Background: an optimization exercise with open tools, aiming at small area. Do not read the settings as production practice. At most, simulation tests tie the RTL to the original design; equivalence was not proved. No activity file was given, so power comes from the tool's default toggle rates.

Setup of run A:
## EggTimer
module EggTimer(CLOCK_50, KEY, SW, HEX3, HEX2, HEX1, HEX0, LEDR);
Size: roughly 350 cells after synthesis, about 62 flip-flops, ~50 I/O pins, ~0.0028 mm2 of cells after synthesis.
==> flow/config.mk <==
export PLATFORM = sky130hd
export DESIGN_NAME = EggTimer
export DESIGN_NICKNAME = EggTimer
export VERILOG_FILES = /design/flow/design.v
export SDC_FILE = /design/flow/constraint.sdc
export NUM_CORES = 4
export LEC_CHECK = 0
export ABC_AREA = 1
export CAP_MARGIN = 20
export CORE_MARGIN = 2
export CORE_UTILIZATION = 40
export SLEW_MARGIN = 20
==> flow/constraint.sdc <==
create_clock -name core_clock -period 20.0 [get_ports {CLOCK_50}]
set_input_delay 4.0000 -clock core_clock [delete_from_list [all_inputs] [get_ports {CLOCK_50}]]
set_output_delay 4.0000 -clock core_clock [all_outputs]
set_load 0.01 [all_outputs]
standard.sh (not shown) runs the stock make flow with config.mk's settings and CLKGATE_MAP_FILE= SYNTH_SCRIPT=/design/flow/synth_recipe.tcl, a recipe that flattens the netlist after the stock synthesis.
==> flow/flow/run.sh <==
#!/bin/bash
# Own layout flow: the standard layout (standard.sh, unchanged synthesis)
# with two changes: the port buffers use the smallest buffer cell, and clock
# tree synthesis uses small clock buffers and inserts no dummy loads.
# Every tool's output goes to a log file in this folder (standard_flow.log,
# and ORFS's per-step logs under orfs/logs/).
set -euo pipefail
export BUFFER_PORTS_ARGS="-buffer_cell sky130_fd_sc_hd__buf_1"
export CTS_ARGS="-sink_clustering_enable -repair_clock_nets -dont_use_dummy_load -buf_list sky130_fd_sc_hd__clkbuf_4"
bash standard.sh finish > standard_flow.log 2>&1
Edits applied to the flow inputs when going from run A to run B:
- ABC_AREA removed (was 1)
==> comparison <==
Taking run B as 1.0, run A lands at 1.07 on leakage dissipation.
Re total routed wire length on the met1 layer: run B is 3.1% up on run A.
Number of instances in the synthesized netlist (run B vs. run A) decreases by more than 10%
Routing layer with the top usage in global route: met2 -> run A, met1 -> run B
Run A has a higher sequential share of layout area than run B.
Run B: layout filler cell count is 1.6% lower than what run A reported.
diff inputs: run B => run C
==> flow/flow/run.sh <==
#!/bin/bash
# Own layout flow: the standard layout (standard.sh) with three changes:
#  - synthesis is the standard flow's script with an area-oriented ABC script (flow/synth.tcl,
#    flow/synth.abc); registers are the same as in the standard synthesis;
#  - the port buffers use the smallest buffer cell;
#  - clock tree synthesis uses clkbuf_4 and inserts no dummy loads.
# Every tool's output goes to a log file in this folder (standard_flow.log,
# and ORFS's per-step logs under orfs/logs/).
set -euo pipefail
export OWN_ABC_SCRIPT="$PWD/flow/synth.abc"
export BUFFER_PORTS_ARGS="-buffer_cell sky130_fd_sc_hd__buf_1"
export CTS_ARGS="-sink_clustering_enable -repair_clock_nets -dont_use_dummy_load -buf_list sky130_fd_sc_hd__clkbuf_4"
bash standard.sh SYNTH_SCRIPT="$PWD/flow/synth.tcl" finish > standard_flow.log 2>&1
==> flow/flow/synth.abc (new file) <==
strash
&get -n
&st
&deepsyn -T 20
&dch
&nf -R 1000 -p
&put
topo
==> flow/flow/synth.tcl (new file) <==
# The standard synthesis script (synth_recipe.tcl), with one change: the
# ABC step maps the combinational logic with flow/synth.abc (area-oriented)
# instead of ORFS's speed script. Registers, their names and cell types are
# untouched (ABC only sees the logic between registers).
proc synth {args} { yosys synth -nofsm -noshare {*}$args }
proc abc {args} {
  set i [lsearch -exact $args -script]
  if { $i >= 0 } { lset args [expr {$i + 1}] $::env(OWN_ABC_SCRIPT) }
  yosys abc {*}$args
}
source $::env(SCRIPTS_DIR)/synth.tcl
# left out here: clear keep_hierarchy, flatten, clean up, hide names made inside functions, write 1_2_yosys.v
Results
Run C and run B all finish clean.
Comparing the two runs side by side, run C comes out behind run B on maximum frequency.
Between run C and run B, it is run C whose clock edge transition at the registers on the reported setup and hold paths is lower, by 0.04 ns.
The adder-cell share of the synthesized area was comparable across run C and run B.
Run C vs. run B: total instance count after detailed placement went down 11%; register share of total power went up 0.4 points; cell area after technology mapping went down 390 um2; number of global-route vias before repair went down 135.
Run C reports its critical path capture point as HEX2[5] while run B reports HEX0[6].
The met3 track demand over resource in global routing in run C sits 0.94 points below the value recorded for run B.
In the reports for run C and run B, the larger placement row count belongs to run B.
No functional check of the RTL was part of any run of this note.

* * *

lane 1:
Another version of the RTL of EggTimer (not shown whole).
For scale: about 270 cells after synthesis, about 62 flip-flops, roughly 50 I/O pins, about 2500 sq um of cells after synthesis.
Settings: LEC_CHECK=0, CAP_MARGIN=20, CORE_MARGIN=2, CORE_UTILIZATION=40, SLEW_MARGIN=20; clock period 20.0 ns.
==> flow/flow/run.sh <==
#!/bin/bash
# Own layout flow: the standard layout (standard.sh) with three changes:
#  - synthesis: the standard synthesis runs first (netlist and log kept in
#    std_synth/). Then the same script (flow/synth.tcl) runs once per ABC script
#    in flow/abc/ (area-oriented mappings of the logic between registers); each
#    run's netlist, log and area go to own_synth/NAME/, and the smallest netlist
#    is laid out. Registers are the standard synthesis's cells, and get its
#    instance names (flow/rename_regs.py matches them by the net they drive).
#  - the port buffers use the smallest buffer cell;
#  - clock tree synthesis uses clkbuf_4 and inserts no dummy loads.
# Every tool's output goes to a log file in this folder (std_synth.log,
# own_synth/*/make.log, standard_flow.log and ORFS's logs under orfs/logs/).
set -euo pipefail
W=$PWD
R=$W/orfs/results/$FLOW_PLATFORM/EggTimer/base
L=$W/orfs/logs/$FLOW_PLATFORM/EggTimer/base
P=$W/orfs/reports/$FLOW_PLATFORM/EggTimer/base
bash standard.sh synth > std_synth.log 2>&1
mkdir -p std_synth own_synth
cp $R/1_2_yosys.v std_synth/netlist.v
cp $L/1_2_yosys.log std_synth/1_2_yosys.log
export OWN_FLOW_DIR=$W/flow
export OWN_STD_NETLIST=$W/std_synth/netlist.v
best=""; best_area=""
for s in $W/flow/abc/*.abc; do
  n=$(basename $s .abc)
  mkdir -p own_synth/$n
  rm -f $R/1_2_yosys.v $R/1_2_yosys.sdc $R/1_synth.odb $R/1_synth.sdc $P/synth_stat.txt
  if OWN_ABC_SCRIPT=$s bash standard.sh SYNTH_SCRIPT=$W/flow/synth.tcl synth > own_synth/$n/make.log 2>&1; then
    cp $R/1_2_yosys.v $R/1_2_yosys.sdc own_synth/$n/
    cp $L/1_2_yosys.log own_synth/$n/
    a=$(grep -oE "Chip area for module .*: [0-9.]+" $P/synth_stat.txt | awk '{print $NF}')
    echo "$a" > own_synth/$n/area.txt
    echo "$n $a" >> own_synth/areas.txt
    if [[ -z "$best" ]] || awk "BEGIN{exit !($a < $best_area)}"; then best=$n; best_area=$a; fi
  else
    echo "$n failed" >> own_synth/areas.txt
  fi
done
[[ -n "$best" ]]
echo "best $best $best_area" >> own_synth/areas.txt
rm -f $R/1_synth.odb $R/1_synth.sdc
cp own_synth/$best/1_2_yosys.v own_synth/$best/1_2_yosys.sdc $R/
export OWN_ABC_SCRIPT=$W/flow/abc/$best.abc
export BUFFER_PORTS_ARGS="-buffer_cell sky130_fd_sc_hd__buf_1"
export CTS_ARGS="-sink_clustering_enable -repair_clock_nets -dont_use_dummy_load -buf_list sky130_fd_sc_hd__clkbuf_8"
bash standard.sh SYNTH_SCRIPT=$W/flow/synth.tcl finish > standard_flow.log 2>&1
Other scripts of this flow, unchanged in this note and not shown: flow/flow/abc/nf2.abc, flow/flow/rename_regs.py, flow/flow/synth.tcl
[inputs] lane 2 vs lane 1
diff --git a/flow/flow/run.sh b/flow/flow/run.sh
--- a/flow/flow/run.sh
+++ b/flow/flow/run.sh
@@ -46 +46 @@
-export CTS_ARGS="-sink_clustering_enable -repair_clock_nets -dont_use_dummy_load -buf_list sky130_fd_sc_hd__clkbuf_8"
+export CTS_ARGS="-sink_clustering_enable -repair_clock_nets -dont_use_dummy_load -buf_list sky130_fd_sc_hd__clkbuf_4"
==> flow/flow/abc/amap.abc (new file) <==
strash
dch
amap
topo
==> flow/flow/abc/deep0.abc (new file) <==
strash
&get -n
&st
&deepsyn -T 20 -S 0
&dch
&nf -R 1000 -p
&put
topo
==> flow/flow/abc/deep1.abc (new file) <==
strash
&get -n
&st
&deepsyn -T 20 -S 1
&dch
&nf -R 1000 -p
&put
topo
==> flow/flow/abc/deep2.abc (new file) <==
strash
&get -n
&st
&deepsyn -T 20 -S 2
&dch
&nf -R 1000 -p
&put
topo
==> flow/flow/abc/deep3.abc (new file) <==
strash
&get -n
&st
&deepsyn -T 20 -S 3
&dch
&nf -R 1000 -p
&put
topo
Lane 2 completed every stage of the flow, and the final layout passed the timing, DRC and antenna checks.
On lane 2: gate count of the mapped netlist is 3.6% lower than what lane 1 gave.
The critical path capture point comes out HEX2[3] in one run and HEX0[5] in the other, namely in lane 1 and lane 2 respectively.
In the tables for lane 1 and lane 2, clock network fraction of design power reads higher with lane 1.
On final non-filler cell total: between lane 1 and lane 2, it ends up higher for lane 1.
Share of the clock period used by the worst path after layout, lane 1 and lane 2, higher one = lane 2.
Diff lane 1 -> lane 2 | post-detailed-route wirelength per cell | down slightly
Relative to lane 2, the following input files were edited for lane 3:
removed: flow/flow/abc/amap.abc
removed: flow/flow/abc/deep0.abc
removed: flow/flow/abc/deep1.abc
removed: flow/flow/abc/deep2.abc
removed: flow/flow/abc/deep3.abc
[summary]
In the tables for lane 3 and lane 2, die area reads higher with lane 3. Post-detailed-route via-to-cell ratio up about 6% in lane 3 wrt lane 2. In the flow results for lane 3 and lane 2, the switching share of total power is larger on lane 2. Of lane 3 and lane 2, the run reporting the lower post-layout minimum cycle time was lane 3. Power density over the cells, lane 3 and lane 2, higher one = lane 2. Changes observed in lane 3 relative to lane 2: overall fraction of global-route tracks in use lost 0.58 points; maximum frequency from static timing analysis up 5.3%.

* * *

Another version of the RTL of EggTimer (not shown whole).
Size: ~260 cells after synthesis, about 0.0024 mm² of cells after synthesis.
==> flow/config.mk <==
export PLATFORM = sky130hd
export DESIGN_NAME = EggTimer
export DESIGN_NICKNAME = EggTimer
export VERILOG_FILES = /design/flow/design.v
export SDC_FILE = /design/flow/constraint.sdc
export NUM_CORES = 4
export LEC_CHECK = 0
export CAP_MARGIN = 20
export CORE_MARGIN = 2
export CORE_UTILIZATION = 40
export SLEW_MARGIN = 20
==> flow/constraint.sdc <==
create_clock -name core_clock -period 20.0 [get_ports {CLOCK_50}]
set_input_delay 4.0000 -clock core_clock [delete_from_list [all_inputs] [get_ports {CLOCK_50}]]
set_output_delay 4.0000 -clock core_clock [all_outputs]
set_load 0.01 [all_outputs]
==> flow/flow/run.sh <==
#!/bin/bash
# Own layout flow: the standard layout (standard.sh) with three changes:
#  - synthesis: the standard synthesis runs first (netlist and log kept in
#    std_synth/). Then the same script (flow/synth.tcl) runs once per ABC script
#    in flow/abc/ (area-oriented mappings of the logic between registers); each
#    run's netlist, log and area go to own_synth/NAME/, and the smallest netlist
#    is laid out. Registers are the standard synthesis's cells, and get its
#    instance names (flow/rename_regs.py matches them by the net they drive).
#  - the port buffers use the smallest buffer cell;
#  - clock tree synthesis uses clkbuf_4 and inserts no dummy loads.
# Every tool's output goes to a log file in this folder (std_synth.log,
# own_synth/*/make.log, standard_flow.log and ORFS's logs under orfs/logs/).
set -euo pipefail
W=$PWD
R=$W/orfs/results/$FLOW_PLATFORM/EggTimer/base
L=$W/orfs/logs/$FLOW_PLATFORM/EggTimer/base
P=$W/orfs/reports/$FLOW_PLATFORM/EggTimer/base
bash standard.sh synth > std_synth.log 2>&1
mkdir -p std_synth own_synth
cp $R/1_2_yosys.v std_synth/netlist.v
cp $L/1_2_yosys.log std_synth/1_2_yosys.log
export OWN_FLOW_DIR=$W/flow
export OWN_STD_NETLIST=$W/std_synth/netlist.v
best=""; best_area=""
for s in $W/flow/abc/*.abc; do
  n=$(basename $s .abc)
  mkdir -p own_synth/$n
  rm -f $R/1_2_yosys.v $R/1_2_yosys.sdc $R/1_synth.odb $R/1_synth.sdc $P/synth_stat.txt
  if OWN_ABC_SCRIPT=$s bash standard.sh SYNTH_SCRIPT=$W/flow/synth.tcl synth > own_synth/$n/make.log 2>&1; then
    cp $R/1_2_yosys.v $R/1_2_yosys.sdc own_synth/$n/
    cp $L/1_2_yosys.log own_synth/$n/
    a=$(grep -oE "Chip area for module .*: [0-9.]+" $P/synth_stat.txt | awk '{print $NF}')
    echo "$a" > own_synth/$n/area.txt
    echo "$n $a" >> own_synth/areas.txt
    if [[ -z "$best" ]] || awk "BEGIN{exit !($a < $best_area)}"; then best=$n; best_area=$a; fi
  else
    echo "$n failed" >> own_synth/areas.txt
  fi
done
[[ -n "$best" ]]
echo "best $best $best_area" >> own_synth/areas.txt
rm -f $R/1_synth.odb $R/1_synth.sdc
cp own_synth/$best/1_2_yosys.v own_synth/$best/1_2_yosys.sdc $R/
export OWN_ABC_SCRIPT=$W/flow/abc/$best.abc
export BUFFER_PORTS_ARGS="-buffer_cell sky130_fd_sc_hd__buf_1"
export CTS_ARGS="-sink_clustering_enable -repair_clock_nets -dont_use_dummy_load -buf_list sky130_fd_sc_hd__clkbuf_4"
bash standard.sh SYNTH_SCRIPT=$W/flow/synth.tcl finish > standard_flow.log 2>&1
==> flow/flow/abc/amap.abc <==
strash
dch
amap
topo
==> flow/flow/abc/deep0.abc <==
strash
&get -n
&st
&deepsyn -T 20 -S 0
&dch
&nf -R 1000 -p
&put
topo
==> flow/flow/abc/deep1.abc <==
strash
&get -n
&st
&deepsyn -T 20 -S 1
&dch
&nf -R 1000 -p
&put
topo
==> flow/flow/abc/deep2.abc <==
strash
&get -n
&st
&deepsyn -T 20 -S 2
&dch
&nf -R 1000 -p
&put
topo
==> flow/flow/abc/deep3.abc <==
strash
&get -n
&st
&deepsyn -T 20 -S 3
&dch
&nf -R 1000 -p
&put
topo
==> flow/flow/abc/nf2.abc <==
strash
&get -n
&st
&syn2
&dch -f
&nf -R 1000
&st
&syn2
&dch -f
&nf -R 1000
&put
topo
==> flow/flow/synth.tcl <==
# The standard synthesis script (synth_recipe.tcl), with two changes: the
# ABC step maps the combinational logic with flow/synth.abc (area-oriented)
# instead of ORFS's speed script, and the registers, which ABC does not touch,
# get the instance names the standard synthesis gave them (flow/rename_regs.py,
# matching each register by the net it drives).
proc synth {args} { yosys synth -nofsm -noshare {*}$args }
proc abc {args} {
  set i [lsearch -exact $args -script]
  if { $i >= 0 } { lset args [expr {$i + 1}] $::env(OWN_ABC_SCRIPT) }
  yosys abc {*}$args
}
source $::env(SCRIPTS_DIR)/synth.tcl
# left out here: clear keep_hierarchy, flatten, clean up, hide names made inside functions, write 1_2_yosys.v
puts [exec python3 $::env(OWN_FLOW_DIR)/rename_regs.py $::env(OWN_STD_NETLIST) $::env(RESULTS_DIR)/1_2_yosys.v]
Other scripts of this flow, unchanged in this note and not shown: flow/flow/rename_regs.py
Change:
==> flow/flow/run.sh (replaced) <==
#!/bin/bash
# Own layout flow: the standard layout (standard.sh) with three changes:
#  - synthesis: the standard synthesis runs first (its netlist and log are
#    kept in std_synth/); then the same script runs again with an area-oriented
#    ABC script (flow/synth.tcl, flow/synth.abc), and its registers, which are
#    the same cells, get the standard synthesis's instance names;
#  - the port buffers use the smallest buffer cell;
#  - clock tree synthesis uses clkbuf_4 and inserts no dummy loads.
# Every tool's output goes to a log file in this folder (std_synth.log,
# standard_flow.log, and ORFS's per-step logs under orfs/logs/).
set -euo pipefail
W=$PWD
R=$W/orfs/results/$FLOW_PLATFORM/EggTimer/base
L=$W/orfs/logs/$FLOW_PLATFORM/EggTimer/base
bash standard.sh synth > std_synth.log 2>&1
mkdir -p std_synth
cp $R/1_2_yosys.v std_synth/netlist.v
cp $L/1_2_yosys.log std_synth/1_2_yosys.log
rm -f $R/1_2_yosys.v $R/1_2_yosys.sdc $R/1_synth.odb $R/1_synth.sdc
export OWN_FLOW_DIR=$W/flow
export OWN_STD_NETLIST=$W/std_synth/netlist.v
export OWN_ABC_SCRIPT=$W/flow/synth.abc
export BUFFER_PORTS_ARGS="-buffer_cell sky130_fd_sc_hd__buf_1"
export CTS_ARGS="-sink_clustering_enable -repair_clock_nets -dont_use_dummy_load -buf_list sky130_fd_sc_hd__clkbuf_4"
bash standard.sh SYNTH_SCRIPT=$W/flow/synth.tcl finish > standard_flow.log 2>&1
==> flow/flow/synth.abc (new file) <==
strash
&get -n
&st
&deepsyn -T 20
&dch
&nf -R 1000 -p
&put
topo
removed: flow/flow/abc/amap.abc
removed: flow/flow/abc/deep0.abc
removed: flow/flow/abc/deep1.abc
removed: flow/flow/abc/deep2.abc
removed: flow/flow/abc/deep3.abc
removed: flow/flow/abc/nf2.abc
Utilization went up by 0.17 points; via count stays flat; clock power fell by a few percent; sequential power stays flat; design area goes up slightly; worst hold slack degrades by 0.011 ns; die area is higher slightly; power came out higher slightly.

==> static timing again, ports no longer ideal <==
Ports are ideal in the flow. The routed layouts listed here were re-timed in OpenROAD.
Step 1 assumes that a clkbuf_16 drives the clock port and a buf_2 every other input.
Step 2 adds t to the input delays and takes it off the output delays; t is the mean of the earliest and latest rising clock arrival at the registers after step 1. Input paths then give back, and output paths get back, about the clock's delay inside the block.
a / b / c = ideal ports / drivers / drivers and shift; a / b = the first two.
| run | shift t [ns] | setup slack, ns | latest minus earliest clock arrival (ns) | worst data-port slew with drivers (ns) |
|---|---|---|---|---|
| run A | 0.398 | 14.594 / 14.569 / 14.522 | 0.032 / 0.032 | 0.03 |
| run B | 0.399 | 14.428 / 14.403 / 14.802 | 0.045 / 0.044 | 0.04 |
| run C | 0.401 | 14.357 / 14.333 / 14.450 | 0.024 / 0.024 | 0.03 |
| lane 1 | 0.345 | 14.590 / 14.563 / 14.644 | 0.024 / 0.024 | 0.04 |
| lane 2 | 0.408 | 14.239 / 14.215 / 14.100 | 0.024 / 0.024 | 0.03 |
| lane 3 | 0.398 | 14.531 / 14.506 / 14.625 | 0.042 / 0.042 | 0.04 |
| the first run of note 3 | 0.416 | 14.297 / 14.269 / 14.134 | 0.018 / 0.018 | 0.04 |
| the second run of note 3 | 0.407 | 14.269 / 14.243 / 14.388 | 0.041 / 0.041 | 0.04 |
After both steps every run listed still meets setup and hold. For the first run of note 3, which loses most, drivers alone change the setup slack by -0.028 ns; drivers and shift together by -0.163 ns.
